This is an optimization exercise on Yosys and OpenROAD, whose aim is small area and a short achievable clock period, not a production implementation.
Power is estimated from default activity; no workload was simulated.

==> flow/design.v <==
`timescale 1ns/1ns
module CAM #(parameter SIZE=32)(
	input 							clock, reset,
	input 							enable,
	input 							command,
	input[31:0]						data,
	input[$clog2(SIZE)-1:0]			write_idx,
	output reg[$clog2(SIZE)-1:0]	read_idx,
	output reg						hit
);
	localparam IW = $clog2(SIZE);	 
	wire wr = enable & command;
	wire rd = enable & ~command;
	reg [SIZE-1:0] valid;
	wire search = rd && !reset;		 
	wire [SIZE-1:0] z;				 
	wire [3:0] we_lo;
	wire [7:0] we_hi;
	wire [SIZE-1:0] we;
	genvar i;
	generate for (i = 0; i < 4; i = i + 1) begin : pl
		assign we_lo[i] = write_idx[1:0] == i;
	end
	for (i = 0; i < 8; i = i + 1) begin : ph
		assign we_hi[i] = !reset && wr && write_idx[4:2] == i;
	end
	for (i = 0; i < SIZE; i = i + 1) begin : e
		reg [31:0] word;
		CAM_and2 u_we (.a(we_lo[i % 4]), .b(we_hi[i / 4]), .y(we[i]));
		always @(posedge clock)
			if (we[i])
				word <= data;
		wire live;
		CAM_and2 u_live (.a(valid[i]), .b(search), .y(live));
		CAM_miss u_miss (.word(word), .key(data), .valid(live), .z(z[i]));
	end endgenerate
	wire			any;
	wire [IW-1:0]	first;
	CAM_first u_first (.z(z), .hit(any), .idx(first));
	always @(posedge clock) begin
		hit <= any;
		read_idx <= first;
	end
	always @(posedge clock)
		if (reset)
			valid <= 0;
		else if (wr)
			valid[write_idx] <= 1'b1;
endmodule
module CAM_miss(
	input [31:0]	word,
	input [31:0]	key,
	input			valid,
	output			z
);
	wire [31:0]	eq1;	 
	wire [7:0]	ne4;	 
	wire [1:0]	eq16;	 
	genvar j;
	generate for (j = 0; j < 32; j = j + 1) begin : b
		CAM_xnor2 u (.a(word[j]), .b(key[j]), .y(eq1[j]));
	end
	for (j = 0; j < 8; j = j + 1) begin : n
		CAM_nand4 u (.a(eq1[4*j]), .b(eq1[4*j+1]), .c(eq1[4*j+2]), .d(eq1[4*j+3]), .y(ne4[j]));
	end
	for (j = 0; j < 2; j = j + 1) begin : h
		CAM_nor4 u (.a(ne4[4*j]), .b(ne4[4*j+1]), .c(ne4[4*j+2]), .d(ne4[4*j+3]), .y(eq16[j]));
	end endgenerate
	CAM_nand3 u_z (.a(eq16[0]), .b(eq16[1]), .c(valid), .y(z));
endmodule
module CAM_first(
	input [31:0]	z,
	output			hit,	 
	output [4:0]	idx		 
);
	genvar i, l, b;
	generate for (l = 1; l <= 5; l = l + 1) begin : t
		localparam N = 32 >> l;
		wire [N-1:0] h;
		wire [N*l-1:0] x;
		for (i = 0; i < N; i = i + 1) begin : n
			wire cl, ch;	 
			wire [l-1:0] xo;
			if (l == 1) begin : c
				assign cl = z[2*i];
				assign ch = z[2*i+1];
			end else begin : c
				assign cl = t[l-1].h[2*i];
				assign ch = t[l-1].h[2*i+1];
			end
			if (l == 5) begin : o
				CAM_nand2 u_h (.a(cl), .b(ch), .y(h[i]));
				CAM_nor2b u_t (.a(ch), .b_n(cl), .y(xo[l-1]));
				for (b = 0; b < l - 1; b = b + 1) begin : m
					CAM_a21o u (.a1(cl), .a2(t[l-1].x[(2*i+1)*(l-1) + b]), .b1(t[l-1].x[(2*i)*(l-1) + b]), .y(xo[b]));
				end
			end else if (l % 2 == 1) begin : o
				CAM_nand2  u_h (.a(cl), .b(ch), .y(h[i]));
				CAM_nand2b u_t (.a_n(ch), .b(cl), .y(xo[l-1]));
				for (b = 0; b < l - 1; b = b + 1) begin : m
					CAM_a21oi u (.a1(cl), .a2(t[l-1].x[(2*i+1)*(l-1) + b]), .b1(t[l-1].x[(2*i)*(l-1) + b]), .y(xo[b]));
				end
			end else begin : o
				CAM_nor2  u_h (.a(cl), .b(ch), .y(h[i]));
				CAM_nor2b u_t (.a(cl), .b_n(ch), .y(xo[l-1]));
				for (b = 0; b < l - 1; b = b + 1) begin : m
					CAM_o21ai u (.a1(cl), .a2(t[l-1].x[(2*i+1)*(l-1) + b]), .b1(t[l-1].x[(2*i)*(l-1) + b]), .y(xo[b]));
				end
			end
			assign x[i*l +: l] = xo;
		end
	end endgenerate
	assign hit = t[5].h[0];
	assign idx = t[5].x[4:0];
endmodule
module CAM_xnor2(input a, input b, output y);
	assign y = ~(a ^ b);
endmodule
module CAM_nand3(input a, input b, input c, output y);
	assign y = ~(a & b & c);
endmodule
module CAM_and2(input a, input b, output y);
	assign y = a & b;
endmodule
module CAM_nor2(input a, input b, output y);
	assign y = ~(a | b);
endmodule
module CAM_nand2(input a, input b, output y);
	assign y = ~(a & b);
endmodule
module CAM_nand2b(input a_n, input b, output y);
	assign y = ~(~a_n & b);
endmodule
module CAM_nor2b(input a, input b_n, output y);
	assign y = ~a & b_n;
endmodule
module CAM_a21oi(input a1, input a2, input b1, output y);
	assign y = ~((a1 & a2) | b1);
endmodule
module CAM_o21ai(input a1, input a2, input b1, output y);
	assign y = ~((a1 | a2) & b1);
endmodule
module CAM_a21o(input a1, input a2, input b1, output y);
	assign y = (a1 & a2) | b1;
endmodule
module CAM_nand4(input a, input b, input c, input d, output y);
	assign y = ~(a & b & c & d);
endmodule
module CAM_nor4(input a, input b, input c, input d, output y);
	assign y = ~(a | b | c | d);
endmodule
Settings: LEC_CHECK=0, CAP_MARGIN=20, CORE_MARGIN=2, CORE_UTILIZATION=40, CTS_BUF_LIST=sky130_fd_sc_hd__clkbuf_8 sky130_fd_sc_hd__clkbuf_16, CTS_CLUSTER_DIAMETER=80, CTS_CLUSTER_SIZE=20, SETUP_SLACK_MARGIN=2.3, SLEW_MARGIN=20, SYNTH_HIERARCHICAL=1, SYNTH_MINIMUM_KEEP_SIZE=0; clock period 4.5 ns.
run.sh (not shown) runs the stock make flow with config.mk's settings and CLKGATE_MAP_FILE= SYNTH_SCRIPT=/design/flow/synth_recipe.tcl, a recipe that flattens the netlist after the stock synthesis.
Then changed:
--- a/flow/design.v
+++ b/flow/design.v
@@ -56,5 +56,7 @@
 	wire [31:0]	eq1;	 
 	wire [7:0]	ne4;	 
-	wire [1:0]	eq16;	 
+	wire [3:0]	eq8;	 
+	wire [1:0]	ne16;	 
+	wire		eq32;	 
 	genvar j;
 	generate for (j = 0; j < 32; j = j + 1) begin : b
@@ -64,8 +66,12 @@
 		CAM_nand4 u (.a(eq1[4*j]), .b(eq1[4*j+1]), .c(eq1[4*j+2]), .d(eq1[4*j+3]), .y(ne4[j]));
 	end
+	for (j = 0; j < 4; j = j + 1) begin : y
+		CAM_nor2 u (.a(ne4[2*j]), .b(ne4[2*j+1]), .y(eq8[j]));
+	end
 	for (j = 0; j < 2; j = j + 1) begin : h
-		CAM_nor4 u (.a(ne4[4*j]), .b(ne4[4*j+1]), .c(ne4[4*j+2]), .d(ne4[4*j+3]), .y(eq16[j]));
+		CAM_nand2 u (.a(eq8[2*j]), .b(eq8[2*j+1]), .y(ne16[j]));
 	end endgenerate
-	CAM_nand3 u_z (.a(eq16[0]), .b(eq16[1]), .c(valid), .y(z));
+	CAM_nor2 u_w (.a(ne16[0]), .b(ne16[1]), .y(eq32));
+	CAM_nand2 u_z (.a(eq32), .b(valid), .y(z));
 endmodule
 module CAM_first(
@@ -147,5 +153,2 @@
 	assign y = ~(a & b & c & d);
 endmodule
-module CAM_nor4(input a, input b, input c, input d, output y);
-	assign y = ~(a | b | c | d);
-endmodule
After rerunning: The changed run finished with timing, DRC and antenna clean; combinational power barely changes; maximum frequency is higher by 7.9%; area after synthesis does not change; cell count rose by 4.9%; wire length goes down by 2.4%; sequential power stays flat; flip-flop and latch count stays the same.
Function was not checked in any run of this note: the RTL went through the layout flow alone.

## what the ideal ports hide
How much do the figures lean on ideal ports? The routed layouts below were timed once more, with nothing changed but the port constraints.
Step 1 (the two cells are an assumption about what drives the block):
set clk [get_ports {clock}]
set_driving_cell -lib_cell sky130_fd_sc_hd__clkbuf_16 $clk
set_driving_cell -lib_cell sky130_fd_sc_hd__buf_2 [delete_from_list [all_inputs] $clk]
Step 2 adds t to the input delays and takes it off the output delays; t is the mean of the earliest and latest rising clock arrival at the registers after step 1. Input paths then give back, and output paths get back, about the clock's delay inside the block.
Slacks: ideal / step 1 / step 2; pairs: ideal / step 1.
| run | t (ns) | setup slack, ns | worst register clock-pin slew, ns |
|---|---|---|---|
| the first run | 0.702 | 2.047 / 1.895 / 1.193 | 0.09 / 0.09 |
| the second run | 0.774 | 2.227 / 2.151 / 1.378 | 0.09 / 0.09 |
After both steps setup and hold are still met in every run listed. For the first run, which loses most, drivers alone change the setup slack by -0.152 ns; drivers and shift together by -0.854 ns.
